From an optimization exercise on the open Yosys and OpenROAD flow, aimed at small area; shortcuts taken in it are not production practice.
Function was checked by simulation only, so behaviour that the tests miss may differ from the original.
The flow treats the clock pin as an ideal source, which a real chip does not have.
Power is estimated from default activity; no workload was simulated.

### design/flow/design.v
module sbox_s (x, y);
  input [3:0] x;
  output [3:0] y;
  wire n10, n11, n12, n13, n14, n15, n16, n17, n18, n19, n20, n21, n22, n6, n7, n8, n9;
  c_clkinv g0 (.A(x[2]), .Y(n10));
  c_nor2 g1 (.A(x[1]), .B(x[2]), .Y(n11));
  c_nand2b g2 (.A_N(x[0]), .B(x[3]), .Y(n12));
  c_nor2 g3 (.A(n10), .B(x[0]), .Y(n13));
  c_o21ai g4 (.A1(x[3]), .A2(n13), .B1(n12), .Y(n14));
  c_and3 g5 (.A(n10), .B(x[0]), .C(x[3]), .X(n15));
  c_nand2 g6 (.A(n11), .B(n14), .Y(n16));
  c_o21ai g7 (.A1(n11), .A2(n14), .B1(n16), .Y(n8));
  c_nor2 g8 (.A(x[0]), .B(x[3]), .Y(n17));
  c_nor2b g9 (.A(n10), .B_N(x[1]), .Y(n18));
  c_nor3 g10 (.A(n17), .B(n18), .C(n15), .Y(n19));
  c_a21oi g11 (.A1(n17), .A2(n18), .B1(n19), .Y(n7));
  c_nor2 g12 (.A(n11), .B(n18), .Y(n20));
  c_nor2 g13 (.A(n12), .B(n20), .Y(n21));
  c_a21oi g14 (.A1(n12), .A2(n20), .B1(n21), .Y(n6));
  c_a22oi g15 (.A1(n10), .A2(x[0]), .B1(x[1]), .B2(x[3]), .Y(n22));
  c_o22ai g16 (.A1(x[1]), .A2(n14), .B1(n15), .B2(n22), .Y(n9));
  assign y[0] = n6;
  assign y[1] = n7;
  assign y[2] = n8;
  assign y[3] = n9;
endmodule
module sbox_k (x, y);
  input [3:0] x;
  output [3:0] y;
  wire n10, n11, n12, n13, n14, n15, n16, n17, n18, n19, n20, n21, n22, n23, n24, n25, n6, n7, n8, n9;
  c_clkinv g0 (.A(x[1]), .Y(n10));
  c_clkinv g1 (.A(x[2]), .Y(n11));
  c_clkinv g2 (.A(x[3]), .Y(n12));
  c_nand2 g3 (.A(x[0]), .B(x[3]), .Y(n13));
  c_nor2 g4 (.A(x[2]), .B(n13), .Y(n14));
  c_nor2 g5 (.A(x[1]), .B(x[2]), .Y(n15));
  c_nand2b g6 (.A_N(x[0]), .B(n12), .Y(n16));
  c_o21ai g7 (.A1(n11), .A2(n16), .B1(n13), .Y(n17));
  c_nor2 g8 (.A(n15), .B(n17), .Y(n18));
  c_a21oi g9 (.A1(n10), .A2(n14), .B1(n18), .Y(n8));
  c_nor2 g10 (.A(n10), .B(n11), .Y(n19));
  c_o21ai g11 (.A1(n14), .A2(n19), .B1(n16), .Y(n20));
  c_o21ai g12 (.A1(n16), .A2(n19), .B1(n20), .Y(n7));
  c_nor2 g13 (.A(x[0]), .B(n12), .Y(n21));
  c_nor2 g14 (.A(n15), .B(n19), .Y(n22));
  c_nor2 g15 (.A(n21), .B(n22), .Y(n23));
  c_a21oi g16 (.A1(n21), .A2(n22), .B1(n23), .Y(n6));
  c_a22oi g17 (.A1(n11), .A2(x[0]), .B1(x[1]), .B2(x[3]), .Y(n24));
  c_nor2 g18 (.A(n14), .B(n24), .Y(n25));
  c_a21oi g19 (.A1(n10), .A2(n17), .B1(n25), .Y(n9));
  assign y[0] = n6;
  assign y[1] = n7;
  assign y[2] = n8;
  assign y[3] = n9;
endmodule
module c_a21oi (A1, A2, B1, Y);
input A1;
input A2;
input B1;
output Y;
assign Y = (~A1&~B1) | (~A2&~B1);
endmodule
module c_a22oi (A1, A2, B1, B2, Y);
input A1;
input A2;
input B1;
input B2;
output Y;
assign Y = (~A1&~B1) | (~A1&~B2) | (~A2&~B1) | (~A2&~B2);
endmodule
module c_and3 (A, B, C, X);
input A;
input B;
input C;
output X;
assign X = (A&B&C);
endmodule
module c_clkinv (A, Y);
input A;
output Y;
assign Y = (~A);
endmodule
module c_nand2 (A, B, Y);
input A;
input B;
output Y;
assign Y = (~A) | (~B);
endmodule
module c_nand2b (A_N, B, Y);
input A_N;
input B;
output Y;
assign Y = (A_N) | (~B);
endmodule
module c_nor2 (A, B, Y);
input A;
input B;
output Y;
assign Y = (~A&~B);
endmodule
module c_nor2b (A, B_N, Y);
input A;
input B_N;
output Y;
assign Y = (~A&B_N);
endmodule
module c_nor3 (A, B, C, Y);
input A;
input B;
input C;
output Y;
assign Y = (~A&~B&~C);
endmodule
module c_o21ai (A1, A2, B1, Y);
input A1;
input A2;
input B1;
output Y;
assign Y = (~A1&~A2) | (~B1);
endmodule
module c_o22a (A1, A2, B1, B2, X);
input A1;
input A2;
input B1;
input B2;
output X;
assign X = (A1&B1) | (A2&B1) | (A1&B2) | (A2&B2);
endmodule
module c_o22ai (A1, A2, B1, B2, Y);
input A1;
input A2;
input B1;
input B2;
output Y;
assign Y = (~B1&~B2) | (~A1&~A2);
endmodule
module c_xnor2 (A, B, Y);
input A;
input B;
output Y;
assign Y = (~A&~B) | (A&B);
endmodule
module c_xor2 (A, B, X);
input A;
input B;
output X;
assign X = (A&~B) | (~A&B);
endmodule
module counter (clk,reset,count);
  input clk;
  input reset;
  output reg [4:0]count;
  always @(posedge clk)
    begin
      if(reset)
        count<=5'b00000;
      else
        count<=count+5'b00001;
    end
endmodule
module boron_top (clk, plain_txt, key_in, cipher_txt, select, count1, reset);
input [63:0] plain_txt;
input [127:0] key_in;
input clk, select, reset;
output [63:0] cipher_txt;
output [4:0] count1;
reg [63:0] state_n;
reg [127:0] key;
wire [4:0] count;
wire ns;
wire [63:0] si, so, x;
wire [63:0] nstate_n;
wire [127:0] s, nkey;
wire [15:0] t1, t2;
assign count1 = count;
counter c2 (clk, reset, count);
c_clkinv u_ns (.A(select), .Y(ns));
always @(posedge clk) begin
  state_n <= nstate_n;
  key <= nkey;
end
c_xnor2 u_si0 (.A(state_n[0]), .B(key[0]), .Y(si[0]));
c_xnor2 u_si1 (.A(state_n[1]), .B(key[1]), .Y(si[1]));
c_xnor2 u_si2 (.A(state_n[2]), .B(key[2]), .Y(si[2]));
c_xnor2 u_si3 (.A(state_n[3]), .B(key[3]), .Y(si[3]));
c_xnor2 u_si4 (.A(state_n[4]), .B(key[4]), .Y(si[4]));
c_xnor2 u_si5 (.A(state_n[5]), .B(key[5]), .Y(si[5]));
c_xnor2 u_si6 (.A(state_n[6]), .B(key[6]), .Y(si[6]));
c_xnor2 u_si7 (.A(state_n[7]), .B(key[7]), .Y(si[7]));
c_xnor2 u_si8 (.A(state_n[8]), .B(key[8]), .Y(si[8]));
c_xnor2 u_si9 (.A(state_n[9]), .B(key[9]), .Y(si[9]));
c_xnor2 u_si10 (.A(state_n[10]), .B(key[10]), .Y(si[10]));
c_xnor2 u_si11 (.A(state_n[11]), .B(key[11]), .Y(si[11]));
c_xnor2 u_si12 (.A(state_n[12]), .B(key[12]), .Y(si[12]));
c_xnor2 u_si13 (.A(state_n[13]), .B(key[13]), .Y(si[13]));
c_xnor2 u_si14 (.A(state_n[14]), .B(key[14]), .Y(si[14]));
c_xnor2 u_si15 (.A(state_n[15]), .B(key[15]), .Y(si[15]));
c_xnor2 u_si16 (.A(state_n[16]), .B(key[16]), .Y(si[16]));
c_xnor2 u_si17 (.A(state_n[17]), .B(key[17]), .Y(si[17]));
c_xnor2 u_si18 (.A(state_n[18]), .B(key[18]), .Y(si[18]));
c_xnor2 u_si19 (.A(state_n[19]), .B(key[19]), .Y(si[19]));
c_xnor2 u_si20 (.A(state_n[20]), .B(key[20]), .Y(si[20]));
c_xnor2 u_si21 (.A(state_n[21]), .B(key[21]), .Y(si[21]));
c_xnor2 u_si22 (.A(state_n[22]), .B(key[22]), .Y(si[22]));
c_xnor2 u_si23 (.A(state_n[23]), .B(key[23]), .Y(si[23]));
c_xnor2 u_si24 (.A(state_n[24]), .B(key[24]), .Y(si[24]));
c_xnor2 u_si25 (.A(state_n[25]), .B(key[25]), .Y(si[25]));
c_xnor2 u_si26 (.A(state_n[26]), .B(key[26]), .Y(si[26]));
c_xnor2 u_si27 (.A(state_n[27]), .B(key[27]), .Y(si[27]));
c_xnor2 u_si28 (.A(state_n[28]), .B(key[28]), .Y(si[28]));
c_xnor2 u_si29 (.A(state_n[29]), .B(key[29]), .Y(si[29]));
c_xnor2 u_si30 (.A(state_n[30]), .B(key[30]), .Y(si[30]));
c_xnor2 u_si31 (.A(state_n[31]), .B(key[31]), .Y(si[31]));
c_xnor2 u_si32 (.A(state_n[32]), .B(key[32]), .Y(si[32]));
c_xnor2 u_si33 (.A(state_n[33]), .B(key[33]), .Y(si[33]));
c_xnor2 u_si34 (.A(state_n[34]), .B(key[34]), .Y(si[34]));
c_xnor2 u_si35 (.A(state_n[35]), .B(key[35]), .Y(si[35]));
c_xnor2 u_si36 (.A(state_n[36]), .B(key[36]), .Y(si[36]));
c_xnor2 u_si37 (.A(state_n[37]), .B(key[37]), .Y(si[37]));
c_xnor2 u_si38 (.A(state_n[38]), .B(key[38]), .Y(si[38]));
c_xnor2 u_si39 (.A(state_n[39]), .B(key[39]), .Y(si[39]));
c_xnor2 u_si40 (.A(state_n[40]), .B(key[40]), .Y(si[40]));
c_xnor2 u_si41 (.A(state_n[41]), .B(key[41]), .Y(si[41]));
c_xnor2 u_si42 (.A(state_n[42]), .B(key[42]), .Y(si[42]));
c_xnor2 u_si43 (.A(state_n[43]), .B(key[43]), .Y(si[43]));
c_xnor2 u_si44 (.A(state_n[44]), .B(key[44]), .Y(si[44]));
c_xnor2 u_si45 (.A(state_n[45]), .B(key[45]), .Y(si[45]));
c_xnor2 u_si46 (.A(state_n[46]), .B(key[46]), .Y(si[46]));
c_xnor2 u_si47 (.A(state_n[47]), .B(key[47]), .Y(si[47]));
c_xnor2 u_si48 (.A(state_n[48]), .B(key[48]), .Y(si[48]));
c_xnor2 u_si49 (.A(state_n[49]), .B(key[49]), .Y(si[49]));
c_xnor2 u_si50 (.A(state_n[50]), .B(key[50]), .Y(si[50]));
c_xnor2 u_si51 (.A(state_n[51]), .B(key[51]), .Y(si[51]));
c_xnor2 u_si52 (.A(state_n[52]), .B(key[52]), .Y(si[52]));
c_xnor2 u_si53 (.A(state_n[53]), .B(key[53]), .Y(si[53]));
c_xnor2 u_si54 (.A(state_n[54]), .B(key[54]), .Y(si[54]));
c_xnor2 u_si55 (.A(state_n[55]), .B(key[55]), .Y(si[55]));
c_xnor2 u_si56 (.A(state_n[56]), .B(key[56]), .Y(si[56]));
c_xnor2 u_si57 (.A(state_n[57]), .B(key[57]), .Y(si[57]));
c_xnor2 u_si58 (.A(state_n[58]), .B(key[58]), .Y(si[58]));
c_xnor2 u_si59 (.A(state_n[59]), .B(key[59]), .Y(si[59]));
c_xnor2 u_si60 (.A(state_n[60]), .B(key[60]), .Y(si[60]));
c_xnor2 u_si61 (.A(state_n[61]), .B(key[61]), .Y(si[61]));
c_xnor2 u_si62 (.A(state_n[62]), .B(key[62]), .Y(si[62]));
c_xnor2 u_si63 (.A(state_n[63]), .B(key[63]), .Y(si[63]));
assign cipher_txt = si;
sbox_s u_sb0 (.x(si[3:0]), .y(so[3:0]));
sbox_s u_sb1 (.x(si[7:4]), .y(so[7:4]));
sbox_s u_sb2 (.x(si[11:8]), .y(so[11:8]));
sbox_s u_sb3 (.x(si[15:12]), .y(so[15:12]));
sbox_s u_sb4 (.x(si[19:16]), .y(so[19:16]));
sbox_s u_sb5 (.x(si[23:20]), .y(so[23:20]));
sbox_s u_sb6 (.x(si[27:24]), .y(so[27:24]));
sbox_s u_sb7 (.x(si[31:28]), .y(so[31:28]));
sbox_s u_sb8 (.x(si[35:32]), .y(so[35:32]));
sbox_s u_sb9 (.x(si[39:36]), .y(so[39:36]));
sbox_s u_sb10 (.x(si[43:40]), .y(so[43:40]));
sbox_s u_sb11 (.x(si[47:44]), .y(so[47:44]));
sbox_s u_sb12 (.x(si[51:48]), .y(so[51:48]));
sbox_s u_sb13 (.x(si[55:52]), .y(so[55:52]));
sbox_s u_sb14 (.x(si[59:56]), .y(so[59:56]));
sbox_s u_sb15 (.x(si[63:60]), .y(so[63:60]));
c_xnor2 u_t1_0 (.A(so[33]), .B(so[7]), .Y(t1[0]));
c_xor2 u_t2_0 (.A(so[63]), .B(so[20]), .X(t2[0]));
c_xnor2 u_x63_0 (.A(so[63]), .B(t1[0]), .Y(x[48]));
assign x[32] = t1[0];
assign x[16] = t2[0];
c_xnor2 u_x15_0 (.A(t2[0]), .B(so[7]), .Y(x[0]));
c_xnor2 u_t1_1 (.A(so[34]), .B(so[8]), .Y(t1[1]));
c_xnor2 u_t2_1 (.A(so[48]), .B(so[21]), .Y(t2[1]));
c_xnor2 u_x63_1 (.A(so[48]), .B(t1[1]), .Y(x[49]));
assign x[33] = t1[1];
assign x[17] = t2[1];
c_xnor2 u_x15_1 (.A(t2[1]), .B(so[8]), .Y(x[1]));
c_xnor2 u_t1_2 (.A(so[35]), .B(so[9]), .Y(t1[2]));
c_xor2 u_t2_2 (.A(so[49]), .B(so[22]), .X(t2[2]));
c_xor2 u_x63_2 (.A(so[49]), .B(t1[2]), .X(x[50]));
assign x[34] = t1[2];
assign x[18] = t2[2];
c_xor2 u_x15_2 (.A(t2[2]), .B(so[9]), .X(x[2]));
c_xnor2 u_t1_3 (.A(so[36]), .B(so[10]), .Y(t1[3]));
c_xnor2 u_t2_3 (.A(so[50]), .B(so[23]), .Y(t2[3]));
c_xor2 u_x63_3 (.A(so[50]), .B(t1[3]), .X(x[51]));
assign x[35] = t1[3];
assign x[19] = t2[3];
c_xor2 u_x15_3 (.A(t2[3]), .B(so[10]), .X(x[3]));
c_xnor2 u_t1_4 (.A(so[37]), .B(so[11]), .Y(t1[4]));
c_xor2 u_t2_4 (.A(so[51]), .B(so[24]), .X(t2[4]));
c_xnor2 u_x63_4 (.A(so[51]), .B(t1[4]), .Y(x[52]));
assign x[36] = t1[4];
assign x[20] = t2[4];
c_xnor2 u_x15_4 (.A(t2[4]), .B(so[11]), .Y(x[4]));
c_xnor2 u_t1_5 (.A(so[38]), .B(so[12]), .Y(t1[5]));
c_xnor2 u_t2_5 (.A(so[52]), .B(so[25]), .Y(t2[5]));
c_xnor2 u_x63_5 (.A(so[52]), .B(t1[5]), .Y(x[53]));
assign x[37] = t1[5];
assign x[21] = t2[5];
c_xnor2 u_x15_5 (.A(t2[5]), .B(so[12]), .Y(x[5]));
c_xnor2 u_t1_6 (.A(so[39]), .B(so[13]), .Y(t1[6]));
c_xor2 u_t2_6 (.A(so[53]), .B(so[26]), .X(t2[6]));
c_xor2 u_x63_6 (.A(so[53]), .B(t1[6]), .X(x[54]));
assign x[38] = t1[6];
assign x[22] = t2[6];
c_xor2 u_x15_6 (.A(t2[6]), .B(so[13]), .X(x[6]));
c_xnor2 u_t1_7 (.A(so[40]), .B(so[14]), .Y(t1[7]));
c_xnor2 u_t2_7 (.A(so[54]), .B(so[27]), .Y(t2[7]));
c_xor2 u_x63_7 (.A(so[54]), .B(t1[7]), .X(x[55]));
assign x[39] = t1[7];
assign x[23] = t2[7];
c_xor2 u_x15_7 (.A(t2[7]), .B(so[14]), .X(x[7]));
c_xnor2 u_t1_8 (.A(so[41]), .B(so[15]), .Y(t1[8]));
c_xor2 u_t2_8 (.A(so[55]), .B(so[28]), .X(t2[8]));
c_xnor2 u_x63_8 (.A(so[55]), .B(t1[8]), .Y(x[56]));
assign x[40] = t1[8];
assign x[24] = t2[8];
c_xnor2 u_x15_8 (.A(t2[8]), .B(so[15]), .Y(x[8]));
c_xnor2 u_t1_9 (.A(so[42]), .B(so[0]), .Y(t1[9]));
c_xnor2 u_t2_9 (.A(so[56]), .B(so[29]), .Y(t2[9]));
c_xnor2 u_x63_9 (.A(so[56]), .B(t1[9]), .Y(x[57]));
assign x[41] = t1[9];
assign x[25] = t2[9];
c_xnor2 u_x15_9 (.A(t2[9]), .B(so[0]), .Y(x[9]));
c_xnor2 u_t1_10 (.A(so[43]), .B(so[1]), .Y(t1[10]));
c_xor2 u_t2_10 (.A(so[57]), .B(so[30]), .X(t2[10]));
c_xor2 u_x63_10 (.A(so[57]), .B(t1[10]), .X(x[58]));
assign x[42] = t1[10];
assign x[26] = t2[10];
c_xor2 u_x15_10 (.A(t2[10]), .B(so[1]), .X(x[10]));
c_xnor2 u_t1_11 (.A(so[44]), .B(so[2]), .Y(t1[11]));
c_xnor2 u_t2_11 (.A(so[58]), .B(so[31]), .Y(t2[11]));
c_xor2 u_x63_11 (.A(so[58]), .B(t1[11]), .X(x[59]));
assign x[43] = t1[11];
assign x[27] = t2[11];
c_xor2 u_x15_11 (.A(t2[11]), .B(so[2]), .X(x[11]));
c_xnor2 u_t1_12 (.A(so[45]), .B(so[3]), .Y(t1[12]));
c_xor2 u_t2_12 (.A(so[59]), .B(so[16]), .X(t2[12]));
c_xnor2 u_x63_12 (.A(so[59]), .B(t1[12]), .Y(x[60]));
assign x[44] = t1[12];
assign x[28] = t2[12];
c_xnor2 u_x15_12 (.A(t2[12]), .B(so[3]), .Y(x[12]));
c_xnor2 u_t1_13 (.A(so[46]), .B(so[4]), .Y(t1[13]));
c_xnor2 u_t2_13 (.A(so[60]), .B(so[17]), .Y(t2[13]));
c_xnor2 u_x63_13 (.A(so[60]), .B(t1[13]), .Y(x[61]));
assign x[45] = t1[13];
assign x[29] = t2[13];
c_xnor2 u_x15_13 (.A(t2[13]), .B(so[4]), .Y(x[13]));
c_xnor2 u_t1_14 (.A(so[47]), .B(so[5]), .Y(t1[14]));
c_xor2 u_t2_14 (.A(so[61]), .B(so[18]), .X(t2[14]));
c_xor2 u_x63_14 (.A(so[61]), .B(t1[14]), .X(x[62]));
assign x[46] = t1[14];
assign x[30] = t2[14];
c_xor2 u_x15_14 (.A(t2[14]), .B(so[5]), .X(x[14]));
c_xnor2 u_t1_15 (.A(so[32]), .B(so[6]), .Y(t1[15]));
c_xnor2 u_t2_15 (.A(so[62]), .B(so[19]), .Y(t2[15]));
c_xor2 u_x63_15 (.A(so[62]), .B(t1[15]), .X(x[63]));
assign x[47] = t1[15];
assign x[31] = t2[15];
c_xor2 u_x15_15 (.A(t2[15]), .B(so[6]), .X(x[15]));
c_o22ai u_ms0 (.A1(select), .A2(x[0]), .B1(ns), .B2(plain_txt[0]), .Y(nstate_n[0]));
c_o22ai u_ms1 (.A1(select), .A2(x[1]), .B1(ns), .B2(plain_txt[1]), .Y(nstate_n[1]));
c_o22ai u_ms2 (.A1(select), .A2(x[2]), .B1(ns), .B2(plain_txt[2]), .Y(nstate_n[2]));
c_o22ai u_ms3 (.A1(select), .A2(x[3]), .B1(ns), .B2(plain_txt[3]), .Y(nstate_n[3]));
c_o22ai u_ms4 (.A1(select), .A2(x[4]), .B1(ns), .B2(plain_txt[4]), .Y(nstate_n[4]));
c_o22ai u_ms5 (.A1(select), .A2(x[5]), .B1(ns), .B2(plain_txt[5]), .Y(nstate_n[5]));
c_o22ai u_ms6 (.A1(select), .A2(x[6]), .B1(ns), .B2(plain_txt[6]), .Y(nstate_n[6]));
c_o22ai u_ms7 (.A1(select), .A2(x[7]), .B1(ns), .B2(plain_txt[7]), .Y(nstate_n[7]));
c_o22ai u_ms8 (.A1(select), .A2(x[8]), .B1(ns), .B2(plain_txt[8]), .Y(nstate_n[8]));
c_o22ai u_ms9 (.A1(select), .A2(x[9]), .B1(ns), .B2(plain_txt[9]), .Y(nstate_n[9]));
c_o22ai u_ms10 (.A1(select), .A2(x[10]), .B1(ns), .B2(plain_txt[10]), .Y(nstate_n[10]));
c_o22ai u_ms11 (.A1(select), .A2(x[11]), .B1(ns), .B2(plain_txt[11]), .Y(nstate_n[11]));
c_o22ai u_ms12 (.A1(select), .A2(x[12]), .B1(ns), .B2(plain_txt[12]), .Y(nstate_n[12]));
c_o22ai u_ms13 (.A1(select), .A2(x[13]), .B1(ns), .B2(plain_txt[13]), .Y(nstate_n[13]));
c_o22ai u_ms14 (.A1(select), .A2(x[14]), .B1(ns), .B2(plain_txt[14]), .Y(nstate_n[14]));
c_o22ai u_ms15 (.A1(select), .A2(x[15]), .B1(ns), .B2(plain_txt[15]), .Y(nstate_n[15]));
c_o22ai u_ms16 (.A1(select), .A2(x[16]), .B1(ns), .B2(plain_txt[16]), .Y(nstate_n[16]));
c_o22ai u_ms17 (.A1(select), .A2(x[17]), .B1(ns), .B2(plain_txt[17]), .Y(nstate_n[17]));
c_o22ai u_ms18 (.A1(select), .A2(x[18]), .B1(ns), .B2(plain_txt[18]), .Y(nstate_n[18]));
c_o22ai u_ms19 (.A1(select), .A2(x[19]), .B1(ns), .B2(plain_txt[19]), .Y(nstate_n[19]));
c_o22ai u_ms20 (.A1(select), .A2(x[20]), .B1(ns), .B2(plain_txt[20]), .Y(nstate_n[20]));
c_o22ai u_ms21 (.A1(select), .A2(x[21]), .B1(ns), .B2(plain_txt[21]), .Y(nstate_n[21]));
c_o22ai u_ms22 (.A1(select), .A2(x[22]), .B1(ns), .B2(plain_txt[22]), .Y(nstate_n[22]));
c_o22ai u_ms23 (.A1(select), .A2(x[23]), .B1(ns), .B2(plain_txt[23]), .Y(nstate_n[23]));
c_o22ai u_ms24 (.A1(select), .A2(x[24]), .B1(ns), .B2(plain_txt[24]), .Y(nstate_n[24]));
c_o22ai u_ms25 (.A1(select), .A2(x[25]), .B1(ns), .B2(plain_txt[25]), .Y(nstate_n[25]));
c_o22ai u_ms26 (.A1(select), .A2(x[26]), .B1(ns), .B2(plain_txt[26]), .Y(nstate_n[26]));
c_o22ai u_ms27 (.A1(select), .A2(x[27]), .B1(ns), .B2(plain_txt[27]), .Y(nstate_n[27]));
c_o22ai u_ms28 (.A1(select), .A2(x[28]), .B1(ns), .B2(plain_txt[28]), .Y(nstate_n[28]));
c_o22ai u_ms29 (.A1(select), .A2(x[29]), .B1(ns), .B2(plain_txt[29]), .Y(nstate_n[29]));
c_o22ai u_ms30 (.A1(select), .A2(x[30]), .B1(ns), .B2(plain_txt[30]), .Y(nstate_n[30]));
c_o22ai u_ms31 (.A1(select), .A2(x[31]), .B1(ns), .B2(plain_txt[31]), .Y(nstate_n[31]));
c_o22ai u_ms32 (.A1(select), .A2(x[32]), .B1(ns), .B2(plain_txt[32]), .Y(nstate_n[32]));
c_o22ai u_ms33 (.A1(select), .A2(x[33]), .B1(ns), .B2(plain_txt[33]), .Y(nstate_n[33]));
c_o22ai u_ms34 (.A1(select), .A2(x[34]), .B1(ns), .B2(plain_txt[34]), .Y(nstate_n[34]));
c_o22ai u_ms35 (.A1(select), .A2(x[35]), .B1(ns), .B2(plain_txt[35]), .Y(nstate_n[35]));
c_o22ai u_ms36 (.A1(select), .A2(x[36]), .B1(ns), .B2(plain_txt[36]), .Y(nstate_n[36]));
c_o22ai u_ms37 (.A1(select), .A2(x[37]), .B1(ns), .B2(plain_txt[37]), .Y(nstate_n[37]));
c_o22ai u_ms38 (.A1(select), .A2(x[38]), .B1(ns), .B2(plain_txt[38]), .Y(nstate_n[38]));
c_o22ai u_ms39 (.A1(select), .A2(x[39]), .B1(ns), .B2(plain_txt[39]), .Y(nstate_n[39]));
c_o22ai u_ms40 (.A1(select), .A2(x[40]), .B1(ns), .B2(plain_txt[40]), .Y(nstate_n[40]));
c_o22ai u_ms41 (.A1(select), .A2(x[41]), .B1(ns), .B2(plain_txt[41]), .Y(nstate_n[41]));
c_o22ai u_ms42 (.A1(select), .A2(x[42]), .B1(ns), .B2(plain_txt[42]), .Y(nstate_n[42]));
c_o22ai u_ms43 (.A1(select), .A2(x[43]), .B1(ns), .B2(plain_txt[43]), .Y(nstate_n[43]));
c_o22ai u_ms44 (.A1(select), .A2(x[44]), .B1(ns), .B2(plain_txt[44]), .Y(nstate_n[44]));
c_o22ai u_ms45 (.A1(select), .A2(x[45]), .B1(ns), .B2(plain_txt[45]), .Y(nstate_n[45]));
c_o22ai u_ms46 (.A1(select), .A2(x[46]), .B1(ns), .B2(plain_txt[46]), .Y(nstate_n[46]));
c_o22ai u_ms47 (.A1(select), .A2(x[47]), .B1(ns), .B2(plain_txt[47]), .Y(nstate_n[47]));
c_o22ai u_ms48 (.A1(select), .A2(x[48]), .B1(ns), .B2(plain_txt[48]), .Y(nstate_n[48]));
c_o22ai u_ms49 (.A1(select), .A2(x[49]), .B1(ns), .B2(plain_txt[49]), .Y(nstate_n[49]));
c_o22ai u_ms50 (.A1(select), .A2(x[50]), .B1(ns), .B2(plain_txt[50]), .Y(nstate_n[50]));
c_o22ai u_ms51 (.A1(select), .A2(x[51]), .B1(ns), .B2(plain_txt[51]), .Y(nstate_n[51]));
c_o22ai u_ms52 (.A1(select), .A2(x[52]), .B1(ns), .B2(plain_txt[52]), .Y(nstate_n[52]));
c_o22ai u_ms53 (.A1(select), .A2(x[53]), .B1(ns), .B2(plain_txt[53]), .Y(nstate_n[53]));
c_o22ai u_ms54 (.A1(select), .A2(x[54]), .B1(ns), .B2(plain_txt[54]), .Y(nstate_n[54]));
c_o22ai u_ms55 (.A1(select), .A2(x[55]), .B1(ns), .B2(plain_txt[55]), .Y(nstate_n[55]));
c_o22ai u_ms56 (.A1(select), .A2(x[56]), .B1(ns), .B2(plain_txt[56]), .Y(nstate_n[56]));
c_o22ai u_ms57 (.A1(select), .A2(x[57]), .B1(ns), .B2(plain_txt[57]), .Y(nstate_n[57]));
c_o22ai u_ms58 (.A1(select), .A2(x[58]), .B1(ns), .B2(plain_txt[58]), .Y(nstate_n[58]));
c_o22ai u_ms59 (.A1(select), .A2(x[59]), .B1(ns), .B2(plain_txt[59]), .Y(nstate_n[59]));
c_o22ai u_ms60 (.A1(select), .A2(x[60]), .B1(ns), .B2(plain_txt[60]), .Y(nstate_n[60]));
c_o22ai u_ms61 (.A1(select), .A2(x[61]), .B1(ns), .B2(plain_txt[61]), .Y(nstate_n[61]));
c_o22ai u_ms62 (.A1(select), .A2(x[62]), .B1(ns), .B2(plain_txt[62]), .Y(nstate_n[62]));
c_o22ai u_ms63 (.A1(select), .A2(x[63]), .B1(ns), .B2(plain_txt[63]), .Y(nstate_n[63]));
assign s = {key[114:0], key[127:115]};
wire [127:0] ks;
sbox_k u_ks0 (.x(s[3:0]), .y(ks[3:0]));
sbox_k u_ks1 (.x(s[7:4]), .y(ks[7:4]));
assign ks[58:8] = s[58:8];
c_xor2 u_kc0 (.A(s[59]), .B(count[0]), .X(ks[59]));
c_xor2 u_kc1 (.A(s[60]), .B(count[1]), .X(ks[60]));
c_xor2 u_kc2 (.A(s[61]), .B(count[2]), .X(ks[61]));
c_xor2 u_kc3 (.A(s[62]), .B(count[3]), .X(ks[62]));
c_xor2 u_kc4 (.A(s[63]), .B(count[4]), .X(ks[63]));
assign ks[127:64] = s[127:64];
c_o22a u_mk0 (.A1(select), .A2(ks[0]), .B1(ns), .B2(key_in[0]), .X(nkey[0]));
c_o22a u_mk1 (.A1(select), .A2(ks[1]), .B1(ns), .B2(key_in[1]), .X(nkey[1]));
c_o22a u_mk2 (.A1(select), .A2(ks[2]), .B1(ns), .B2(key_in[2]), .X(nkey[2]));
c_o22a u_mk3 (.A1(select), .A2(ks[3]), .B1(ns), .B2(key_in[3]), .X(nkey[3]));
c_o22a u_mk4 (.A1(select), .A2(ks[4]), .B1(ns), .B2(key_in[4]), .X(nkey[4]));
c_o22a u_mk5 (.A1(select), .A2(ks[5]), .B1(ns), .B2(key_in[5]), .X(nkey[5]));
c_o22a u_mk6 (.A1(select), .A2(ks[6]), .B1(ns), .B2(key_in[6]), .X(nkey[6]));
c_o22a u_mk7 (.A1(select), .A2(ks[7]), .B1(ns), .B2(key_in[7]), .X(nkey[7]));
c_o22a u_mk8 (.A1(select), .A2(ks[8]), .B1(ns), .B2(key_in[8]), .X(nkey[8]));
c_o22a u_mk9 (.A1(select), .A2(ks[9]), .B1(ns), .B2(key_in[9]), .X(nkey[9]));
c_o22a u_mk10 (.A1(select), .A2(ks[10]), .B1(ns), .B2(key_in[10]), .X(nkey[10]));
c_o22a u_mk11 (.A1(select), .A2(ks[11]), .B1(ns), .B2(key_in[11]), .X(nkey[11]));
c_o22a u_mk12 (.A1(select), .A2(ks[12]), .B1(ns), .B2(key_in[12]), .X(nkey[12]));
c_o22a u_mk13 (.A1(select), .A2(ks[13]), .B1(ns), .B2(key_in[13]), .X(nkey[13]));
c_o22a u_mk14 (.A1(select), .A2(ks[14]), .B1(ns), .B2(key_in[14]), .X(nkey[14]));
c_o22a u_mk15 (.A1(select), .A2(ks[15]), .B1(ns), .B2(key_in[15]), .X(nkey[15]));
c_o22a u_mk16 (.A1(select), .A2(ks[16]), .B1(ns), .B2(key_in[16]), .X(nkey[16]));
c_o22a u_mk17 (.A1(select), .A2(ks[17]), .B1(ns), .B2(key_in[17]), .X(nkey[17]));
c_o22a u_mk18 (.A1(select), .A2(ks[18]), .B1(ns), .B2(key_in[18]), .X(nkey[18]));
c_o22a u_mk19 (.A1(select), .A2(ks[19]), .B1(ns), .B2(key_in[19]), .X(nkey[19]));
c_o22a u_mk20 (.A1(select), .A2(ks[20]), .B1(ns), .B2(key_in[20]), .X(nkey[20]));
c_o22a u_mk21 (.A1(select), .A2(ks[21]), .B1(ns), .B2(key_in[21]), .X(nkey[21]));
c_o22a u_mk22 (.A1(select), .A2(ks[22]), .B1(ns), .B2(key_in[22]), .X(nkey[22]));
c_o22a u_mk23 (.A1(select), .A2(ks[23]), .B1(ns), .B2(key_in[23]), .X(nkey[23]));
c_o22a u_mk24 (.A1(select), .A2(ks[24]), .B1(ns), .B2(key_in[24]), .X(nkey[24]));
c_o22a u_mk25 (.A1(select), .A2(ks[25]), .B1(ns), .B2(key_in[25]), .X(nkey[25]));
c_o22a u_mk26 (.A1(select), .A2(ks[26]), .B1(ns), .B2(key_in[26]), .X(nkey[26]));
c_o22a u_mk27 (.A1(select), .A2(ks[27]), .B1(ns), .B2(key_in[27]), .X(nkey[27]));
c_o22a u_mk28 (.A1(select), .A2(ks[28]), .B1(ns), .B2(key_in[28]), .X(nkey[28]));
c_o22a u_mk29 (.A1(select), .A2(ks[29]), .B1(ns), .B2(key_in[29]), .X(nkey[29]));
c_o22a u_mk30 (.A1(select), .A2(ks[30]), .B1(ns), .B2(key_in[30]), .X(nkey[30]));
c_o22a u_mk31 (.A1(select), .A2(ks[31]), .B1(ns), .B2(key_in[31]), .X(nkey[31]));
c_o22a u_mk32 (.A1(select), .A2(ks[32]), .B1(ns), .B2(key_in[32]), .X(nkey[32]));
c_o22a u_mk33 (.A1(select), .A2(ks[33]), .B1(ns), .B2(key_in[33]), .X(nkey[33]));
c_o22a u_mk34 (.A1(select), .A2(ks[34]), .B1(ns), .B2(key_in[34]), .X(nkey[34]));
c_o22a u_mk35 (.A1(select), .A2(ks[35]), .B1(ns), .B2(key_in[35]), .X(nkey[35]));
c_o22a u_mk36 (.A1(select), .A2(ks[36]), .B1(ns), .B2(key_in[36]), .X(nkey[36]));
c_o22a u_mk37 (.A1(select), .A2(ks[37]), .B1(ns), .B2(key_in[37]), .X(nkey[37]));
c_o22a u_mk38 (.A1(select), .A2(ks[38]), .B1(ns), .B2(key_in[38]), .X(nkey[38]));
c_o22a u_mk39 (.A1(select), .A2(ks[39]), .B1(ns), .B2(key_in[39]), .X(nkey[39]));
c_o22a u_mk40 (.A1(select), .A2(ks[40]), .B1(ns), .B2(key_in[40]), .X(nkey[40]));
c_o22a u_mk41 (.A1(select), .A2(ks[41]), .B1(ns), .B2(key_in[41]), .X(nkey[41]));
c_o22a u_mk42 (.A1(select), .A2(ks[42]), .B1(ns), .B2(key_in[42]), .X(nkey[42]));
c_o22a u_mk43 (.A1(select), .A2(ks[43]), .B1(ns), .B2(key_in[43]), .X(nkey[43]));
c_o22a u_mk44 (.A1(select), .A2(ks[44]), .B1(ns), .B2(key_in[44]), .X(nkey[44]));
c_o22a u_mk45 (.A1(select), .A2(ks[45]), .B1(ns), .B2(key_in[45]), .X(nkey[45]));
c_o22a u_mk46 (.A1(select), .A2(ks[46]), .B1(ns), .B2(key_in[46]), .X(nkey[46]));
c_o22a u_mk47 (.A1(select), .A2(ks[47]), .B1(ns), .B2(key_in[47]), .X(nkey[47]));
c_o22a u_mk48 (.A1(select), .A2(ks[48]), .B1(ns), .B2(key_in[48]), .X(nkey[48]));
c_o22a u_mk49 (.A1(select), .A2(ks[49]), .B1(ns), .B2(key_in[49]), .X(nkey[49]));
c_o22a u_mk50 (.A1(select), .A2(ks[50]), .B1(ns), .B2(key_in[50]), .X(nkey[50]));
c_o22a u_mk51 (.A1(select), .A2(ks[51]), .B1(ns), .B2(key_in[51]), .X(nkey[51]));
c_o22a u_mk52 (.A1(select), .A2(ks[52]), .B1(ns), .B2(key_in[52]), .X(nkey[52]));
c_o22a u_mk53 (.A1(select), .A2(ks[53]), .B1(ns), .B2(key_in[53]), .X(nkey[53]));
c_o22a u_mk54 (.A1(select), .A2(ks[54]), .B1(ns), .B2(key_in[54]), .X(nkey[54]));
c_o22a u_mk55 (.A1(select), .A2(ks[55]), .B1(ns), .B2(key_in[55]), .X(nkey[55]));
c_o22a u_mk56 (.A1(select), .A2(ks[56]), .B1(ns), .B2(key_in[56]), .X(nkey[56]));
c_o22a u_mk57 (.A1(select), .A2(ks[57]), .B1(ns), .B2(key_in[57]), .X(nkey[57]));
c_o22a u_mk58 (.A1(select), .A2(ks[58]), .B1(ns), .B2(key_in[58]), .X(nkey[58]));
c_o22a u_mk59 (.A1(select), .A2(ks[59]), .B1(ns), .B2(key_in[59]), .X(nkey[59]));
c_o22a u_mk60 (.A1(select), .A2(ks[60]), .B1(ns), .B2(key_in[60]), .X(nkey[60]));
c_o22a u_mk61 (.A1(select), .A2(ks[61]), .B1(ns), .B2(key_in[61]), .X(nkey[61]));
c_o22a u_mk62 (.A1(select), .A2(ks[62]), .B1(ns), .B2(key_in[62]), .X(nkey[62]));
c_o22a u_mk63 (.A1(select), .A2(ks[63]), .B1(ns), .B2(key_in[63]), .X(nkey[63]));
c_o22a u_mk64 (.A1(select), .A2(ks[64]), .B1(ns), .B2(key_in[64]), .X(nkey[64]));
c_o22a u_mk65 (.A1(select), .A2(ks[65]), .B1(ns), .B2(key_in[65]), .X(nkey[65]));
c_o22a u_mk66 (.A1(select), .A2(ks[66]), .B1(ns), .B2(key_in[66]), .X(nkey[66]));
c_o22a u_mk67 (.A1(select), .A2(ks[67]), .B1(ns), .B2(key_in[67]), .X(nkey[67]));
c_o22a u_mk68 (.A1(select), .A2(ks[68]), .B1(ns), .B2(key_in[68]), .X(nkey[68]));
c_o22a u_mk69 (.A1(select), .A2(ks[69]), .B1(ns), .B2(key_in[69]), .X(nkey[69]));
c_o22a u_mk70 (.A1(select), .A2(ks[70]), .B1(ns), .B2(key_in[70]), .X(nkey[70]));
c_o22a u_mk71 (.A1(select), .A2(ks[71]), .B1(ns), .B2(key_in[71]), .X(nkey[71]));
c_o22a u_mk72 (.A1(select), .A2(ks[72]), .B1(ns), .B2(key_in[72]), .X(nkey[72]));
c_o22a u_mk73 (.A1(select), .A2(ks[73]), .B1(ns), .B2(key_in[73]), .X(nkey[73]));
c_o22a u_mk74 (.A1(select), .A2(ks[74]), .B1(ns), .B2(key_in[74]), .X(nkey[74]));
c_o22a u_mk75 (.A1(select), .A2(ks[75]), .B1(ns), .B2(key_in[75]), .X(nkey[75]));
c_o22a u_mk76 (.A1(select), .A2(ks[76]), .B1(ns), .B2(key_in[76]), .X(nkey[76]));
c_o22a u_mk77 (.A1(select), .A2(ks[77]), .B1(ns), .B2(key_in[77]), .X(nkey[77]));
c_o22a u_mk78 (.A1(select), .A2(ks[78]), .B1(ns), .B2(key_in[78]), .X(nkey[78]));
c_o22a u_mk79 (.A1(select), .A2(ks[79]), .B1(ns), .B2(key_in[79]), .X(nkey[79]));
c_o22a u_mk80 (.A1(select), .A2(ks[80]), .B1(ns), .B2(key_in[80]), .X(nkey[80]));
c_o22a u_mk81 (.A1(select), .A2(ks[81]), .B1(ns), .B2(key_in[81]), .X(nkey[81]));
c_o22a u_mk82 (.A1(select), .A2(ks[82]), .B1(ns), .B2(key_in[82]), .X(nkey[82]));
c_o22a u_mk83 (.A1(select), .A2(ks[83]), .B1(ns), .B2(key_in[83]), .X(nkey[83]));
c_o22a u_mk84 (.A1(select), .A2(ks[84]), .B1(ns), .B2(key_in[84]), .X(nkey[84]));
c_o22a u_mk85 (.A1(select), .A2(ks[85]), .B1(ns), .B2(key_in[85]), .X(nkey[85]));
c_o22a u_mk86 (.A1(select), .A2(ks[86]), .B1(ns), .B2(key_in[86]), .X(nkey[86]));
c_o22a u_mk87 (.A1(select), .A2(ks[87]), .B1(ns), .B2(key_in[87]), .X(nkey[87]));
c_o22a u_mk88 (.A1(select), .A2(ks[88]), .B1(ns), .B2(key_in[88]), .X(nkey[88]));
c_o22a u_mk89 (.A1(select), .A2(ks[89]), .B1(ns), .B2(key_in[89]), .X(nkey[89]));
c_o22a u_mk90 (.A1(select), .A2(ks[90]), .B1(ns), .B2(key_in[90]), .X(nkey[90]));
c_o22a u_mk91 (.A1(select), .A2(ks[91]), .B1(ns), .B2(key_in[91]), .X(nkey[91]));
c_o22a u_mk92 (.A1(select), .A2(ks[92]), .B1(ns), .B2(key_in[92]), .X(nkey[92]));
c_o22a u_mk93 (.A1(select), .A2(ks[93]), .B1(ns), .B2(key_in[93]), .X(nkey[93]));
c_o22a u_mk94 (.A1(select), .A2(ks[94]), .B1(ns), .B2(key_in[94]), .X(nkey[94]));
c_o22a u_mk95 (.A1(select), .A2(ks[95]), .B1(ns), .B2(key_in[95]), .X(nkey[95]));
c_o22a u_mk96 (.A1(select), .A2(ks[96]), .B1(ns), .B2(key_in[96]), .X(nkey[96]));
c_o22a u_mk97 (.A1(select), .A2(ks[97]), .B1(ns), .B2(key_in[97]), .X(nkey[97]));
c_o22a u_mk98 (.A1(select), .A2(ks[98]), .B1(ns), .B2(key_in[98]), .X(nkey[98]));
c_o22a u_mk99 (.A1(select), .A2(ks[99]), .B1(ns), .B2(key_in[99]), .X(nkey[99]));
c_o22a u_mk100 (.A1(select), .A2(ks[100]), .B1(ns), .B2(key_in[100]), .X(nkey[100]));
c_o22a u_mk101 (.A1(select), .A2(ks[101]), .B1(ns), .B2(key_in[101]), .X(nkey[101]));
c_o22a u_mk102 (.A1(select), .A2(ks[102]), .B1(ns), .B2(key_in[102]), .X(nkey[102]));
c_o22a u_mk103 (.A1(select), .A2(ks[103]), .B1(ns), .B2(key_in[103]), .X(nkey[103]));
c_o22a u_mk104 (.A1(select), .A2(ks[104]), .B1(ns), .B2(key_in[104]), .X(nkey[104]));
c_o22a u_mk105 (.A1(select), .A2(ks[105]), .B1(ns), .B2(key_in[105]), .X(nkey[105]));
c_o22a u_mk106 (.A1(select), .A2(ks[106]), .B1(ns), .B2(key_in[106]), .X(nkey[106]));
c_o22a u_mk107 (.A1(select), .A2(ks[107]), .B1(ns), .B2(key_in[107]), .X(nkey[107]));
c_o22a u_mk108 (.A1(select), .A2(ks[108]), .B1(ns), .B2(key_in[108]), .X(nkey[108]));
c_o22a u_mk109 (.A1(select), .A2(ks[109]), .B1(ns), .B2(key_in[109]), .X(nkey[109]));
c_o22a u_mk110 (.A1(select), .A2(ks[110]), .B1(ns), .B2(key_in[110]), .X(nkey[110]));
c_o22a u_mk111 (.A1(select), .A2(ks[111]), .B1(ns), .B2(key_in[111]), .X(nkey[111]));
c_o22a u_mk112 (.A1(select), .A2(ks[112]), .B1(ns), .B2(key_in[112]), .X(nkey[112]));
c_o22a u_mk113 (.A1(select), .A2(ks[113]), .B1(ns), .B2(key_in[113]), .X(nkey[113]));
c_o22a u_mk114 (.A1(select), .A2(ks[114]), .B1(ns), .B2(key_in[114]), .X(nkey[114]));
c_o22a u_mk115 (.A1(select), .A2(ks[115]), .B1(ns), .B2(key_in[115]), .X(nkey[115]));
c_o22a u_mk116 (.A1(select), .A2(ks[116]), .B1(ns), .B2(key_in[116]), .X(nkey[116]));
c_o22a u_mk117 (.A1(select), .A2(ks[117]), .B1(ns), .B2(key_in[117]), .X(nkey[117]));
c_o22a u_mk118 (.A1(select), .A2(ks[118]), .B1(ns), .B2(key_in[118]), .X(nkey[118]));
c_o22a u_mk119 (.A1(select), .A2(ks[119]), .B1(ns), .B2(key_in[119]), .X(nkey[119]));
c_o22a u_mk120 (.A1(select), .A2(ks[120]), .B1(ns), .B2(key_in[120]), .X(nkey[120]));
c_o22a u_mk121 (.A1(select), .A2(ks[121]), .B1(ns), .B2(key_in[121]), .X(nkey[121]));
c_o22a u_mk122 (.A1(select), .A2(ks[122]), .B1(ns), .B2(key_in[122]), .X(nkey[122]));
c_o22a u_mk123 (.A1(select), .A2(ks[123]), .B1(ns), .B2(key_in[123]), .X(nkey[123]));
c_o22a u_mk124 (.A1(select), .A2(ks[124]), .B1(ns), .B2(key_in[124]), .X(nkey[124]));
c_o22a u_mk125 (.A1(select), .A2(ks[125]), .B1(ns), .B2(key_in[125]), .X(nkey[125]));
c_o22a u_mk126 (.A1(select), .A2(ks[126]), .B1(ns), .B2(key_in[126]), .X(nkey[126]));
c_o22a u_mk127 (.A1(select), .A2(ks[127]), .B1(ns), .B2(key_in[127]), .X(nkey[127]));
endmodule
### design/flow/flow/run.sh
#!/bin/bash
# Own layout flow: the standard synthesis, then the standard ORFS steps with
# smaller port buffers, synthesis buffers removed, every cell first downsized to
# its smallest drive strength, and a clock tree of small buffers.
set -euo pipefail
cd "$(dirname "$0")/.."
F=$PWD/flow
bash standard.sh synth > synth.log 2>&1
bash standard.sh \
  REMOVE_ABC_BUFFERS=1 \
  POST_FLOORPLAN_TCL=$F/post_floorplan.tcl \
  BUFFER_PORTS_ARGS="-buffer_cell sky130_fd_sc_hd__buf_1" \
  CTS_ARGS="-sink_clustering_enable -repair_clock_nets -dont_use_dummy_load -buf_list sky130_fd_sc_hd__clkbuf_8" \
  finish > layout.log 2>&1
### design/flow/flow/downsize.tcl
proc my_downsize_all {} {
  set dont_use {}
  if { [info exists ::env(DONT_USE_CELLS)] } { set dont_use $::env(DONT_USE_CELLS) }
  set best [dict create]
  set n 0
  set saved 0.0
  foreach inst [get_cells *] {
    set lc [get_lib_cells -of_objects $inst]
    set name [get_name $lc]
    if { ![regexp {^(sky130_fd_sc_hd__[a-z0-9]+)_[0-9]+$} $name -> fam] } { continue }
    if { [string match "*df*" $fam] || [string match "*tap*" $fam] || [string match "*conb*" $fam] } { continue }
    if { ![dict exists $best $fam] } {
      set bc ""
      set ba 1e9
      foreach c [get_lib_cells ${fam}_*] {
        set cn [get_name $c]
        if { ![regexp "^${fam}_\[0-9\]+\$" $cn] } { continue }
        if { [lsearch -exact $dont_use $cn] >= 0 } { continue }
        set a [get_property $c area]
        if { $a < $ba } { set ba $a; set bc $cn }
      }
      dict set best $fam [list $bc $ba]
    }
    lassign [dict get $best $fam] bc ba
    if { $bc ne "" && $bc ne $name } {
      set a0 [get_property $lc area]
      if { $ba < $a0 } {
        replace_cell $inst $bc
        incr n
        set saved [expr { $saved + $a0 - $ba }]
      }
    }
  }
  puts "my_downsize_all: resized $n cells, saved $saved um^2"
}
my_downsize_all
### design/flow/flow/post_floorplan.tcl
source [file join [file dirname [info script]] downsize.tcl]
### design/flow/standard.sh
#!/bin/bash
# synth_recipe.tcl (not shown) runs the flow's synth.tcl, then flattens the netlist and writes it again
# the make line also repeats each setting of config.mk as NAME=value (left out here)
make -C /OpenROAD-flow-scripts/flow DESIGN_CONFIG=/design/flow/config.mk WORK_HOME=/design/flow/orfs CLKGATE_MAP_FILE= SYNTH_SCRIPT=/design/flow/synth_recipe.tcl "${@:-finish}"
### design/flow/config.mk
export PLATFORM = sky130hd
export DESIGN_NAME = boron_top
export DESIGN_NICKNAME = boron_top
export VERILOG_FILES = /design/flow/design.v
export SDC_FILE = /design/flow/constraint.sdc
export NUM_CORES = 4
export LEC_CHECK = 0
export CAP_MARGIN = 20
export CORE_MARGIN = 2
export CORE_UTILIZATION = 70
export SLEW_MARGIN = 20
export SYNTH_HIERARCHICAL = 1
### design/flow/constraint.sdc
create_clock -name core_clock -period 5.0 [get_ports {clk}]
set_input_delay 1.0000 -clock core_clock [delete_from_list [all_inputs] [get_ports {clk}]]
set_output_delay 1.0000 -clock core_clock [all_outputs]
set_load 0.01 [all_outputs]
==> results of run 1 <==
per-layer routing:
metal	GRT usage, %	vias to the layer above
li1	-	3696
met1	40.0	3430
met5	0	-
met3	8.78	32
met2	51.0	372
met4	10.9	0
critical path, delay by kind of cell:
kind                   cells  cell delay (ns)
AO/OA/AOI/OAI              1             0.14
buffers and inverters      3             1.62
stage by stage:
stage / worst slack (ns) / power (mW)
2_1_floorplan: 0.806 / 6.46
3_3_place_gp: 2.05 / 7.19
3_5_place_dp: 2.03 / 7.24
4_1_cts: 2.47 / 8.04
5_1_grt: 2.28 / 8.67
6_report: 2.41 / 8.10
modules after synthesis (local to each module, per instance), a selection:
module	cell area, um^2	flip-flops and latches
boron_top	3840	192
counter	195	5
sbox_s	30.0	0
c_nor2b	13.8	0
c_nor3	10.0	0
c_o22a	8.76	0
c_o22ai	6.26	0
c_nand2b	6.26	0
c_nor2	3.75	0
c_nand2	3.75	0
c_clkinv	3.75	0
path summary, 6_finish.rpt:
check,slack (ns),from,endpoint,cells after the start
worst max-delay path,2.41,select,state_n[53],4
worst min-delay path,0.45,key[100],key[113],1
worst max register to register,2.74,key[2],state_n[60],8
worst min register to register,0.45,key[100],key[113],1
cell usage in the layout, fill, tap and decap left out:
cell type / instances
sky130_fd_sc_hd__o21ai_1: 38
sky130_fd_sc_hd__clkbuf_8: 17
sky130_fd_sc_hd__nand3_1: 2
sky130_fd_sc_hd__and3_1: 16
sky130_fd_sc_hd__nor2b_1: 19
sky130_fd_sc_hd__a21oi_1: 38
sky130_fd_sc_hd__buf_4: 4
sky130_fd_sc_hd__nor3_1: 16
sky130_fd_sc_hd__buf_1: 262
sky130_fd_sc_hd__inv_1: 22
sky130_fd_sc_hd__clkbuf_4: 1
sky130_fd_sc_hd__a22oi_1: 18
sky130_fd_sc_hd__inv_6: 1
sky130_fd_sc_hd__nand2_1: 18
sky130_fd_sc_hd__dfxtp_1: 197
sky130_fd_sc_hd__xnor2_1: 105
sky130_fd_sc_hd__o22ai_1: 80
sky130_fd_sc_hd__nor2_1: 100
sky130_fd_sc_hd__xor2_1: 29
sky130_fd_sc_hd__nand2b_1: 18
sky130_fd_sc_hd__ha_1: 1
sky130_fd_sc_hd__mux2_1: 2
sky130_fd_sc_hd__o22a_1: 128
kinds of logic after synthesis:
kind of cell               synth area share (%)
buffers and inverters                      6.80
and+or+nand+nor                            11.5
xor gates and xnor gates                   12.7
DFF                                        42.8
AOI/OAI and AO/OA                          25.7
muxes                                     0.326
adders and majority gates                 0.136
power by group:
part	internal [mW]	switching, mW	leakage [nW]
Clock	0.301	0.471	0.122
Combinational	2.09	3.04	1.83
Sequential	1.99	0.201	1.66
Total	4.39	3.71	3.62
final cells by class:
type                            count  area, um^2
Timing Repair Buffer              267        1020
Tap cell                          172         215
Fill cell                        1000        3010
Clock buffer                       17         234
Sequential cell                   197        3940
Multi-Input combinational cell    628        4210
Inverter                           23        91.3
state kept, by name (all words and copies together) (netlist names):
register and flops:
key 128, state_n 64, c2.count 5
==> summary.md, run 1 <==
The initial core utilization is 72.5%, and the power density normalized to cell area is 833 nW/um^2. The total routing usage reported by global routing was 31.4%; the proportion of synthesized flip-flops having asynchronous set or reset was 0%. The synthesized design contains 0 enable-type register cells. The first global-routing pass estimated 34,200 um of wire. At the end of routability-driven placement, the weighted congestion stood at 0.924. The CTS clock-pin slew for the worst setup and hold paths is 0.08 ns, and the cell area after synthesis is 9220 um^2. After detailed routing, the number of vias per cell comes to 5.77. The die span in x was 119 um. Clock tree synthesis found a total of 197 sinks.

The number of buffers added for setup after CTS came out at 0. Yosys instantiated no cell more often than sky130_fd_sc_hd__dfxtp_1. The logs give 17 for the number of clock buffers inserted by TritonCTS and 0 for the cts-stage hold buffer count.

The run finished with no timing, DRC or antenna violations. Synthesis instantiated 20 different standard cells from the library. The via count of the first global-routing pass was 6,818. The count of pins over their slew limit was 0.

Summed over all layers, the routed wires come to 22,600 um. Counting flops and latches in the post-synthesis netlist gives 197. For the maximum clock insertion buffer count, the log shows 2. The run gives 12,700 um^2 as the core region area. Pin placement for this block handled 264 I/O pins. Hold timing on the final database bottoms out at a slack of 0.452 ns. The first TritonRoute pass finished after 8 iterations. The tools report the floorplan die area as 14,100 um^2. The worst setup path is of the in2reg kind. The number of remaining DRC errors is 0, and the peak clock frequency supported by timing is 0.386 GHz. The slowest cell on the critical path is sky130_fd_sc_hd__inv_6. The total count of hold-check failures in the final report was 0. The finished layout holds 1,304 standard cells, fillers aside.

The worst setup path is launched from an input pin. The run gives 136 as the maximum number of pins on one net before global-route repair. In the final routed layout, each cell accounts on average for 17.3 um. The tools report the static leakage as 3.62 nW.

For the worst setup path, the data required time is 5.30 ns. The post-route clock period utilization works out to 51.9%. TritonCTS built the clock tree. Synthesized area divided by synthesized cell count: 10.0 um^2. The tools report the iteration-0 DRC count of the detailed router as 677. The clock arrives with 0.0315 ns of skew. The routed design could run at a clock period as short as 2.59 ns. The logs give 42.8% for the proportion of synthesized chip area in sequential cells and 2.90 ns for the worst endpoint data arrival time. Counting instances in the post-synthesis netlist gives the leading cell types as sky130_fd_sc_hd__dfxtp_1 (197), sky130_fd_sc_hd__o22a_1 (128), sky130_fd_sc_hd__xnor2_1 (105).

Setup repair after global routing left no endpoint under its margin. The count of cells resized by post-cts repair is 0, and the number of buffers added on ports is 263. The run gives 9400 um as the routed metal-1 wire length.

Count of mapped cells out of synthesis: 920. The area share of the largest cell type after synthesis was 42.8%; the overall overflow remaining after global route was 0. The number of nets in the final layout is 1,330, and the standard cell area after detailed placement is 9480 um^2.

The highest layer used for signal routing was met4. The run gives 9720 um^2 as the final cell area excluding filler cells. The max capacitance violation total is 0. The number of antenna diodes in the final layout is 0. For this run, the number of Yosys warnings is 8. The later pin in the worst-skew pair is clocked with a latency of 0.47 ns. The run gives 2080 um as the detailed-routed wire length on met3.

The worst setup path is captured at a flop. For this run, the leading register cell type out of synthesis is sky130_fd_sc_hd__dfxtp_1. Summed over all instances, the cell type with the most area after synthesis is sky130_fd_sc_hd__dfxtp_1. The H-tree generated during clock tree synthesis spans 4 levels.

Once detail routing completed, the nets flagged for antenna violations numbered 0. The signal on the critical path passes through clkbuf_4 > inv_6 > buf_4 > o22ai_1. Once layout is complete, the utilization of the core stands at 76.4%. Detailed placement finished with a half-perimeter wire length of 16,700 um. Relative to the synthesized area, the layout overhead comes to 5.36%. The total placed cells including tap cells is 1,287, and the die boundary height is 119 um. In the post-synthesis netlist, the biggest area contributors are sky130_fd_sc_hd__dfxtp_1 (43%), sky130_fd_sc_hd__o22a_1 (12%), sky130_fd_sc_hd__xnor2_1 (10%). In this run the worst path has a maximum fanout of 135. The tools report the number of antenna violations at the first check in global routing as 0. The cell sitting at the root of the clock tree is a sky130_fd_sc_hd__clkbuf_8. The via count came out at 7,530.

At the pin with the least slew margin, the transition time is 1.00 ns. The tools report the met2 routed wirelength as 10,600 um. The tools report the sum of negative setup slack as 0 ns. The tightest min-delay check is of the reg2reg type. VDD sags by at most 0.492 mV.

The headroom to the max-slew limit is 33.2%, and the count of endpoints failing setup in the final report is 0. For this run, the slowest stage of the critical path takes 0.78 ns. In the final layout, the share of cells above drive strength 1 is 2.03%.

The floorplan has 41 rows.
==> run 2: changes to the inputs <==
==> design/flow/flow/run.sh (replaced) <==
#!/bin/bash
# Own layout flow: the standard synthesis, then the standard ORFS steps with
# smaller port buffers, synthesis buffers removed, every cell first downsized to
# its smallest drive strength, and a clock tree of small buffers,
# shrunk after CTS while the flip-flop clock slew stays low.
set -euo pipefail
cd "$(dirname "$0")/.."
F=$PWD/flow
bash standard.sh synth > synth.log 2>&1
bash standard.sh \
  REMOVE_ABC_BUFFERS=1 \
  POST_FLOORPLAN_TCL=$F/post_floorplan.tcl \
  POST_CTS_TCL=$F/post_cts.tcl \
  BUFFER_PORTS_ARGS="-buffer_cell sky130_fd_sc_hd__buf_1" \
  CTS_ARGS="-sink_clustering_enable -repair_clock_nets -dont_use_dummy_load -buf_list sky130_fd_sc_hd__clkbuf_8" \
  finish > layout.log 2>&1
==> design/flow/flow/post_cts.tcl (new file) <==
proc my_max_clk_slew {} {
  set m 0.0
  foreach p [get_pins -hierarchical */CLK] {
    set s [get_property $p slew_max]
    if { $s > $m } { set m $s }
  }
  return $m
}
proc my_shrink_clock_buffers { limit } {
  estimate_parasitics -placement
  puts "my_shrink_clock_buffers: start max clk slew [my_max_clk_slew]"
  foreach to {sky130_fd_sc_hd__clkbuf_4 sky130_fd_sc_hd__clkbuf_2} {
    foreach inst [get_cells *] {
      set from [get_name [get_lib_cells -of_objects $inst]]
      if { ![string match sky130_fd_sc_hd__clkbuf_* $from] } { continue }
      if { $from eq $to } { continue }
      if { [get_property [get_lib_cells */$from] area] <= [get_property [get_lib_cells */$to] area] } { continue }
      replace_cell $inst $to
      estimate_parasitics -placement
      if { [my_max_clk_slew] > $limit } {
        replace_cell $inst $from
        estimate_parasitics -placement
      } else {
        puts "my_shrink_clock_buffers: [get_name $inst] $from -> $to"
      }
    }
  }
  puts "my_shrink_clock_buffers: end max clk slew [my_max_clk_slew]"
}
my_shrink_clock_buffers 0.105
==> run 2 against run 1 <==
  * The run now fails in clock tree synthesis (4_1_cts)
  * Synthesized cell count is the same
  * Synthesized area is the same
==> summary.md, run 2 <==
For this configuration, the core starts out at a cell density of 72.5%. Before CTS, the worst setup slack after placement is 2.03 ns. For this run, the leading register cell type out of synthesis is sky130_fd_sc_hd__dfxtp_1.

After synthesis the cells add up to 9220 um^2. By count the netlist is led by sky130_fd_sc_hd__dfxtp_1 (197), sky130_fd_sc_hd__o22a_1 (128), sky130_fd_sc_hd__xnor2_1 (105). Dividing the synthesized area by the synthesized cell count gives 10.0 um^2. The die is 119 um tall.

The tool reported: "[ERROR STA-2204] get_property NULL is not an object". The most common cell in the synthesized netlist is sky130_fd_sc_hd__dfxtp_1. The number of synthesized flops with an enable pin is 0. In the post-synthesis netlist, the biggest area contributors are sky130_fd_sc_hd__dfxtp_1 (43%), sky130_fd_sc_hd__o22a_1 (12%), sky130_fd_sc_hd__xnor2_1 (10%).

The flow did not finish. During synthesis, Yosys emitted a total of 8 warnings. The proportion of synthesized chip area in sequential cells came out at 42.8%.

In the synthesized netlist the async set-or-reset flop fraction comes to 0%. After synthesis the netlist holds a flip-flop and latch count of 197. The number of buffers added on ports came out at 263.

264 I/O pins were placed. The global placer's final weighted congestion is 0.924. In the synthesized netlist, the number of instances is 920.

Detailed placement ended at an HPWL of 16,700 um. The run ended at clock tree synthesis (4_1_cts). The die span in x works out to 119 um. Including well taps, the total number of placed cells is 1,287. The standard cell area after detailed placement was 9480 um^2; the number of unique standard cell types used by synthesis was 20. The number of clock sinks seen by CTS is 197, and the cell row count is 41. The post-synthesis cell type with the largest combined area is sky130_fd_sc_hd__dfxtp_1.

After synthesis, the largest area contributor takes up 42.8% of total cell area.
-- run 2: power by group through the flow --
stage | logic (mW) | registers [mW] | clock network [mW]
floorplan | 4.29 | 2.17 | 0
global placement | 4.97 | 2.22 | 0
detailed placement | 5.01 | 2.22 | 0
-- run 2: worst min-delay path by stage --
stage / from / endpoint / slack, ns
floorplan: key[87] / key[100] / 0.43
global placement: key[123] / key[8] / 0.43
detailed placement: key[100] / key[113] / 0.43
-- run 2: Yosys stat by module (local to each module, per instance), excerpt --
| module | area, um^2 | flops+latches | times used | cells |
|---|---|---|---|---|
| c_o22a | 8.76 | 0 | 128 | 1 |
| c_nand2 | 3.75 | 0 | 18 | 1 |
| c_a22oi | 12.5 | 0 | 18 | 1 |
| c_nand2b | 6.26 | 0 | 18 | 1 |
| c_nor3 | 10.0 | 0 | 16 | 1 |
| c_nor2b | 13.8 | 0 | 16 | 1 |
| c_a21oi | 8.76 | 0 | 38 | 1 |
| c_xnor2 | 8.76 | 0 | 104 | 1 |
| c_xor2 | 8.76 | 0 | 29 | 1 |
| sbox_s | 30.0 | 0 | 16 | 4 |
| c_o21ai | 5.00 | 0 | 38 | 1 |
| c_clkinv | 3.75 | 0 | 23 | 1 |
| c_o22ai | 6.26 | 0 | 80 | 1 |
| counter | 195 | 5 | 1 | 18 |
| sbox_k | 30.0 | 0 | 2 | 4 |
-- run 2: cell families after synthesis --
family | Yosys count | synth area share, %
AO/OA/AOI/OAI | 302 | 25.7
flip-flops | 197 | 42.8
AND/OR/NAND/NOR | 189 | 11.5
XOR/XNOR | 134 | 12.7
buffers and inverters | 95 | 6.80
multiplexers | 2 | 0.326
adder cells (fa/ha/maj) | 1 | 0.136
==> run 3: changes to the inputs <==
--- a/design/flow/flow/post_cts.tcl
+++ b/design/flow/flow/post_cts.tcl
@@ -14,7 +14,7 @@
       set from [get_name [get_lib_cells -of_objects $inst]]
       if { ![string match sky130_fd_sc_hd__clkbuf_* $from] } { continue }
       if { $from eq $to } { continue }
-      if { [get_property [get_lib_cells */$from] area] <= [get_property [get_lib_cells */$to] area] } { continue }
+      if { [get_property [get_lib_cells $from] area] <= [get_property [get_lib_cells $to] area] } { continue }
       replace_cell $inst $to
       estimate_parasitics -placement
       if { [my_max_clk_slew] > $limit } {
==> run 3 against run 2 <==
  * The flow again stops in clock tree synthesis (4_1_cts)
  * Synthesized cell count stayed put
  * Synthesized area stayed put
==> summary.md, run 3 <==
The flow did not finish. The flow stopped in clock tree synthesis (4_1_cts). The first error in the log reads "[ERROR STA-2204] get_property NULL is not an object". Of all flip-flops after synthesis, the portion carrying an async set or reset was 0%.

The die span in x came out at 119 um. Counting every sink on the clock net gives 197. The worst setup slack before clock tree synthesis was 2.03 ns.

The cell row count is 41. The initial utilization of the core area, before any placement, comes to 72.5%. The post-synthesis register bit count is 197. The number of synthesized flops with an enable pin is 0, and the cell area after synthesis is 9220 um^2. Summing the sequential cell areas from Yosys gives 42.8% of the chip area. The biggest area contributor in the post-synthesis netlist is sky130_fd_sc_hd__dfxtp_1. The number of buffers added on ports works out to 263. The count of mapped cells out of synthesis was 920. The global placer's final weighted congestion was 0.924. By count the netlist is led by sky130_fd_sc_hd__dfxtp_1 (197), sky130_fd_sc_hd__o22a_1 (128), sky130_fd_sc_hd__xnor2_1 (105). The run gives 8 as the number of warning messages in the yosys log. Among all cell types in the netlist, the one instantiated most often is sky130_fd_sc_hd__dfxtp_1.

The run gives 16,700 um as the estimated wirelength of the detail-placed design. The primary flip-flop cell chosen by synthesis mapping is sky130_fd_sc_hd__dfxtp_1. The number of unique standard cell types used by synthesis was 20.

In this run the count of I/O pins placed on the die edge is 264. The top cell type by area accounts for 42.8% of the synthesized area. Yosys attributes the largest share of cell area to sky130_fd_sc_hd__dfxtp_1 (43%), sky130_fd_sc_hd__o22a_1 (12%), sky130_fd_sc_hd__xnor2_1 (10%). In this run the mean area of a mapped cell was 10.0 um^2. The die boundary height was 119 um.
-- run 3: cell counts after synthesis --
No cell type changed its count.
-- run 3: how the worst min path moves through the flow --
stage,from,endpoint,cells after the start
floorplan,key[87],key[100],1
global placement,key[123],key[8],1
detailed placement,key[100],key[113],1
-- run 3: cell families after synthesis --
group           share of synthesized area [%]
fa+ha+maj                               0.136
flops                                    42.8
mux                                     0.326
simple gates                             11.5
xor+xnor                                 12.7
compound gates                           25.7
buf+inv                                  6.80
-- run 3: through the flow --
stage / cells / cell area, um^2 / utilization [%]
floorplan: 848 / 8680 / -
global placement: 1287 / 9480 / 74.5
detailed placement: 1287 / 9480 / 74.5
-- run 3: per-module statistics from Yosys (local to each module, per instance), a selection --
module	copies in the design	cell area, um^2
c_nor2	96	3.75
c_o22a	128	8.76
c_nand2b	18	6.26
c_xnor2	104	8.76
c_a22oi	18	12.5
c_xor2	29	8.76
c_a21oi	38	8.76
c_o22ai	80	6.26
boron_top	1	3840
c_and3	16	6.26
-- run 3: power by group through the flow --
| stage | Sequential [mW] | Clock, mW | Combinational (mW) |
|---|---|---|---|
| floorplan | 2.17 | 0 | 4.29 |
| global placement | 2.22 | 0 | 4.97 |
| detailed placement | 2.22 | 0 | 5.01 |

## separate check: timing with driven ports
No port has a modelled driver above. Below, the same layout with a new extraction and two added sets of constraints.
Step 1, drivers: a clkbuf_16 drives clk and a buf_2 each remaining input, both assumed.
Step 2 also shifts input and output timing later by t, the mid clock arrival at the registers, as if the neighbouring blocks saw the same clock.
Three values: ideal ports, drivers, drivers and shift; two values: the first two.
run: run 1
t (ns): 0.491
setup slack, ns: 2.407 / 2.426 / 1.934
worst slew at a driven data input, ns: 0.07
After both steps run 1 still meets setup and hold. For run 1, drivers alone change the setup slack by +0.019 ns; drivers and shift together by -0.473 ns.
